This is an optimization exercise on Yosys and OpenROAD, whose aim is small area and a short achievable clock period, not a production implementation.
In this exercise RTL edits were held to simulation tests only and were not proved equivalent to the original.

==> flow/design.v (excerpt) <==
module iir_DF1_Biquad (
  input clk,
  input rst,
  input signed [15:0] din,
  output signed [15:0] dout
);
export LEC_CHECK = 0
export CAP_MARGIN = 20
export CORE_MARGIN = 2
export CORE_UTILIZATION = 40
export CTS_BUF_LIST = sky130_fd_sc_hd__clkbuf_4 sky130_fd_sc_hd__clkbuf_8
export SLEW_MARGIN = 20
export SYNTH_HIERARCHICAL = 1
export SYNTH_MINIMUM_KEEP_SIZE = 0
create_clock -name core_clock -period 11.0 [get_ports {clk}]
run.sh (not shown) runs the stock make flow with config.mk's settings and CLKGATE_MAP_FILE= SYNTH_SCRIPT=/design/flow/synth_recipe.tcl, a recipe that flattens the netlist after the stock synthesis.
The baseline finished with timing, DRC and antenna clean.
Then changed:
Settings changed: CORE_UTILIZATION 40 to 60, CTS_BUF_LIST sky130_fd_sc_hd__clkbuf_4 sky130_fd_sc_hd__clkbuf_8 to sky130_fd_sc_hd__clkbuf_8, PLACE_DENSITY from default to 0.8.
After rerunning: Utilization grows by 21 points; critical path depth shrinks by 4; cell area fell by 1.7%.
Then changed:
Settings changed: CORE_UTILIZATION 60 to 40, CTS_CLUSTER_DIAMETER from default to 200, CTS_CLUSTER_SIZE from default to 40, PLACE_DENSITY 0.8 to default.
After rerunning: Final area came out higher by 1.7%; register-to-register slack gets better by 20 ps.

---

oak:
iir_DF1_Biquad, a different RTL version from the one above (not shown whole).
For scale: about 1000 cells after synthesis, roughly 160 flip-flops, ~34 I/O pins, about 0.013 sq mm of cells after synthesis.
Settings: LEC_CHECK=0, CAP_MARGIN=20, CORE_MARGIN=2, CORE_UTILIZATION=40, CTS_BUF_LIST=sky130_fd_sc_hd__clkbuf_8, SLEW_MARGIN=20, SYNTH_HIERARCHICAL=1, SYNTH_MINIMUM_KEEP_SIZE=0; clock period 11.0 ns.
diff inputs: oak => pine
Settings: CTS_BUF_LIST removed (was sky130_fd_sc_hd__clkbuf_8).
Findings:
Worst setup slack for register-to-register paths: oak vs pine — no meaningful difference. Sequential share of layout area, oak and pine, lower one = pine. Diff pine..oak | period utilization | negligible. When pine is measured against oak, its total of fill cells in the finished design turns out 0.64% lower. Re area after synthesis: no difference whatsoever between oak and pine. pine: full flow OK, the timing, DRC and antenna checks passed. Comparing the two runs side by side, pine comes out behind oak on total non-filler cell area in the finished layout. ~same total cell area at the placement stage in oak and pine.

---

amber:
Another version of the RTL of iir_DF1_Biquad (not shown whole).
Size: about 810 cells after synthesis, ~34 I/O pins.
export LEC_CHECK = 0
export CAP_MARGIN = 20
export CORE_MARGIN = 2
export CORE_UTILIZATION = 60
export CTS_BUF_LIST = sky130_fd_sc_hd__clkbuf_8
export PLACE_DENSITY = 0.8
export SLEW_MARGIN = 20
export SYNTH_HIERARCHICAL = 1
export SYNTH_MINIMUM_KEEP_SIZE = 0
create_clock -name core_clock -period 11.0 [get_ports {clk}]
standard.sh (not shown) runs the stock make flow with config.mk's settings and CLKGATE_MAP_FILE= SYNTH_SCRIPT=/design/flow/synth_recipe.tcl, a recipe that flattens the netlist after the stock synthesis.
==> flow/flow/run.sh <==
#!/bin/bash
# The standard layout (the standard.sh, standard synthesis unchanged) with a few
# settings changed: clock tree synthesis inserts no dummy loads, the port buffers are
# buf_2 cells instead of the default delay buffers, and timing repair aims for a
# setup slack of 6.7 ns rather than 0.
set -euo pipefail
export CTS_ARGS="-sink_clustering_enable -repair_clock_nets -buf_list sky130_fd_sc_hd__clkbuf_8 -sink_clustering_size 12 -dont_use_dummy_load"
export BUFFER_PORTS_ARGS="-buffer_cell sky130_fd_sc_hd__buf_2"
export SETUP_SLACK_MARGIN=6.7
bash standard.sh > standard.log 2>&1
[inputs] pepper vs amber
==> flow/flow/run.sh <==
#!/bin/bash
# The standard layout (the standard.sh, standard synthesis unchanged) with a few
# settings changed: clock tree synthesis inserts no dummy loads, the port buffers are
# buf_2 cells instead of the default delay buffers, and timing repair aims for a
# setup slack of 7.0 ns rather than 0.
set -euo pipefail
export CTS_ARGS="-sink_clustering_enable -repair_clock_nets -buf_list sky130_fd_sc_hd__clkbuf_8 -dont_use_dummy_load"
export BUFFER_PORTS_ARGS="-buffer_cell sky130_fd_sc_hd__buf_2"
export SETUP_SLACK_MARGIN=7.0
bash standard.sh > standard.log 2>&1
## What came out
Total routing resource utilization after global routing: pepper higher than amber
[compare] base=amber new=pepper: routed length on met1 climbed 12%.
Modified inputs, garnet compared to pepper
==> flow/flow/run.sh <==
#!/bin/bash
# The standard layout (the standard.sh, standard synthesis unchanged) with a few
# settings changed: clock tree synthesis inserts no dummy loads, the port buffers are
# buf_2 cells instead of the default delay buffers, and timing repair aims for a
# setup slack of 6.6 ns rather than 0.
set -euo pipefail
export CTS_ARGS="-sink_clustering_enable -repair_clock_nets -buf_list sky130_fd_sc_hd__clkbuf_8 -dont_use_dummy_load"
export BUFFER_PORTS_ARGS="-buffer_cell sky130_fd_sc_hd__buf_2"
export SETUP_SLACK_MARGIN=6.6
bash standard.sh > standard.log 2>&1
## What came out
Re number of pins with negative max-slew slack in the final report: no difference whatsoever between pepper and garnet.
Fraction of area in multi-input gates: garnet vs pepper up 2.3 points
First-pass GRT wire length on garnet is down relative to pepper.
The multi-input logic area in pepper is 1.05 times that in garnet.
In garnet the layout overhead on the synthesized area turned out 9.3 points lower than in pepper.
### garnet -> fjord
==> flow/flow/run.sh <==
#!/bin/bash
# The standard layout (the standard.sh, standard synthesis unchanged) with a few
# settings changed: clock tree synthesis inserts no dummy loads, the port buffers are
# buf_2 cells instead of the default delay buffers, and timing repair aims for a
# setup slack of 6.7 ns rather than 0.
set -euo pipefail
export CTS_ARGS="-sink_clustering_enable -repair_clock_nets -buf_list {sky130_fd_sc_hd__clkbuf_8 sky130_fd_sc_hd__clkbuf_16} -dont_use_dummy_load"
export BUFFER_PORTS_ARGS="-buffer_cell sky130_fd_sc_hd__buf_2"
export SETUP_SLACK_MARGIN=6.7
bash standard.sh > standard.log 2>&1
--- outcome ---
fjord finished end to end and its layout was clean on timing, DRC and antenna. garnet → fjord: layout buffer count excluding clock buffers +22%, worst setup slack +95 ps. Standard cell area after detailed placement delta (fjord -> garnet): insignificant. The final reports for fjord and garnet show area added between synthesis and finish higher in the former. Looking only at fraction of the cycle the final worst path needs, and setting everything else aside, the lower value of garnet and fjord goes to fjord.

---

Another version of the RTL of iir_DF1_Biquad (not shown whole).
Size: about 940 cells after synthesis, ~34 I/O pins, roughly 12000 um2 of cells after synthesis.
Design iir_DF1_Biquad, start of the top module:
module iir_DF1_Biquad (
  input clk,
  input rst,
  input signed [15:0] din,
  output signed [15:0] dout
);
Settings: LEC_CHECK=0, CAP_MARGIN=20, CORE_MARGIN=2, CORE_UTILIZATION=60, CTS_BUF_LIST=sky130_fd_sc_hd__clkbuf_8, PLACE_DENSITY=0.8, SLEW_MARGIN=20, SYNTH_HIERARCHICAL=1, SYNTH_MINIMUM_KEEP_SIZE=0; clock period 11.0 ns.
==> flow/flow/run.sh <==
#!/bin/bash
# The standard layout (the standard.sh, standard synthesis unchanged) with a few
# settings changed: clock tree synthesis inserts no dummy loads, the port buffers are
# buf_2 cells instead of the default delay buffers, and timing repair aims for a
# setup slack of 6.85 ns rather than 0.
set -euo pipefail
export CTS_ARGS="-sink_clustering_enable -repair_clock_nets -buf_list sky130_fd_sc_hd__clkbuf_8 -dont_use_dummy_load"
export BUFFER_PORTS_ARGS="-buffer_cell sky130_fd_sc_hd__buf_2"
export SETUP_SLACK_MARGIN=6.85
bash standard.sh > standard.log 2>&1
The starting point finished with timing, DRC and antenna clean.
Then changed:
--- a/flow/flow/run.sh
+++ b/flow/flow/run.sh
@@ -4,3 +4,3 @@
 # buf_2 cells instead of the default delay buffers, and timing repair aims for a
-# setup slack of 6.85 ns rather than 0.
+# setup slack of 7.2 ns rather than 0.
 set -euo pipefail
@@ -8,3 +8,3 @@
 export BUFFER_PORTS_ARGS="-buffer_cell sky130_fd_sc_hd__buf_2"
-export SETUP_SLACK_MARGIN=6.85
+export SETUP_SLACK_MARGIN=7.2
 bash standard.sh > standard.log 2>&1
=> The changed run ran to the end with no violations. Routed wire length falls by 2.0%. Flip-flop and latch count stays the same. Non-clock buffer count rises by 4. Area after synthesis does not change.
Then changed:
==> flow/run.sh (new file) <==
#!/bin/bash
# synth_recipe.tcl (not shown) runs the flow's synth.tcl, then flattens the netlist and writes it again
# the make line also repeats each setting of config.mk as NAME=value (left out here)
make -C /OpenROAD-flow-scripts/flow DESIGN_CONFIG=/design/flow/config.mk WORK_HOME=/design/flow/orfs CLKGATE_MAP_FILE= SYNTH_SCRIPT=/design/flow/synth_recipe.tcl finish
removed: flow/flow/run.sh
removed: flow/standard.sh
Result: Synthesized area stays the same. Final area went down by 0.98%. First-iteration DRC count shrinks by 20%. Setup slack loses 0.28 ns. Routed wire length decreases by 2.9%.
Then changed:
==> flow/flow/run.sh (new file) <==
#!/bin/bash
# The standard layout (the standard.sh, standard synthesis unchanged) with a few
# settings changed: clock tree synthesis inserts no dummy loads, the port buffers are
# buf_2 cells instead of the default delay buffers, and timing repair aims for a
# setup slack of 6.7 ns rather than 0.
set -euo pipefail
export CTS_ARGS="-sink_clustering_enable -repair_clock_nets -buf_list sky130_fd_sc_hd__clkbuf_8 -dont_use_dummy_load"
export BUFFER_PORTS_ARGS="-buffer_cell sky130_fd_sc_hd__buf_2"
export SETUP_SLACK_MARGIN=6.7
bash standard.sh > standard.log 2>&1
==> flow/standard.sh (new file) <==
#!/bin/bash
# synth_recipe.tcl (not shown) runs the flow's synth.tcl, then flattens the netlist and writes it again
# the make line also repeats each setting of config.mk as NAME=value (left out here)
make -C /OpenROAD-flow-scripts/flow DESIGN_CONFIG=/design/flow/config.mk WORK_HOME=/design/flow/orfs CLKGATE_MAP_FILE= SYNTH_SCRIPT=/design/flow/synth_recipe.tcl "${@:-finish}"
removed: flow/run.sh
Outcome: Worst setup slack is better by 0.28 ns. Count of clock-buffer cells in the layout decreases by 1. Hold slack is worse by 0.017 ns. Clock skew increases by 0.0052 ns. First-iteration DRC count increases by 31%. Final area decreases by about 2.3%. Maximum frequency increases by about 7%. Core utilization decreases by 1.5 points.

-- re-timing with driven ports --
The results above use ideal ports. As a check the final layouts listed here were re-extracted and re-timed, cells and wires unchanged.
Step 1 assumes that a clkbuf_16 drives the clock port and a buf_2 every other input.
Step 2 adds t to the input delays and takes it off the output delays; t is the mean of the earliest and latest rising clock arrival at the registers after step 1. Input paths then give back, and output paths get back, about the clock's delay inside the block.
a / b / c = ideal ports / drivers / drivers and shift; a / b = the first two.
| run | t (ns) | setup WS [ns] | worst setup path at the end |
|---|---|---|---|
| the first run of note 1 | 0.488 | 6.567 / 6.567 / 6.567 | register to register |
| the second run of note 1 | 0.495 | 6.548 / 6.548 / 6.548 | register to register |
| the third run of note 1 | 0.487 | 6.571 / 6.571 / 6.571 | register to register |
| oak | 0.496 | 6.492 / 6.492 / 6.492 | register to register |
| pine | 0.475 | 6.490 / 6.490 / 6.490 | register to register |
| amber | 0.426 | 6.774 / 6.774 / 6.429 | input to register |
| pepper | 0.417 | 6.721 / 6.721 / 6.460 | input to register |
| garnet | 0.426 | 6.680 / 6.680 / 6.505 | input to register |
| fjord | 0.398 | 6.775 / 6.775 / 6.451 | input to register |
| the first run of note 4 | 0.481 | 6.894 / 6.894 / 6.894 | register to register |
| the second run of note 4 | 0.502 | 6.827 / 6.827 / 6.827 | register to register |
| the third run of note 4 | 0.491 | 6.550 / 6.550 / 6.453 | input to register |
| the fourth run of note 4 | 0.476 | 6.827 / 6.827 / 6.827 | register to register |
After both steps setup and hold are still met in every run listed. The setup slack of amber, which loses most, moves by 0.000 ns with the drivers and by -0.345 ns with both steps.
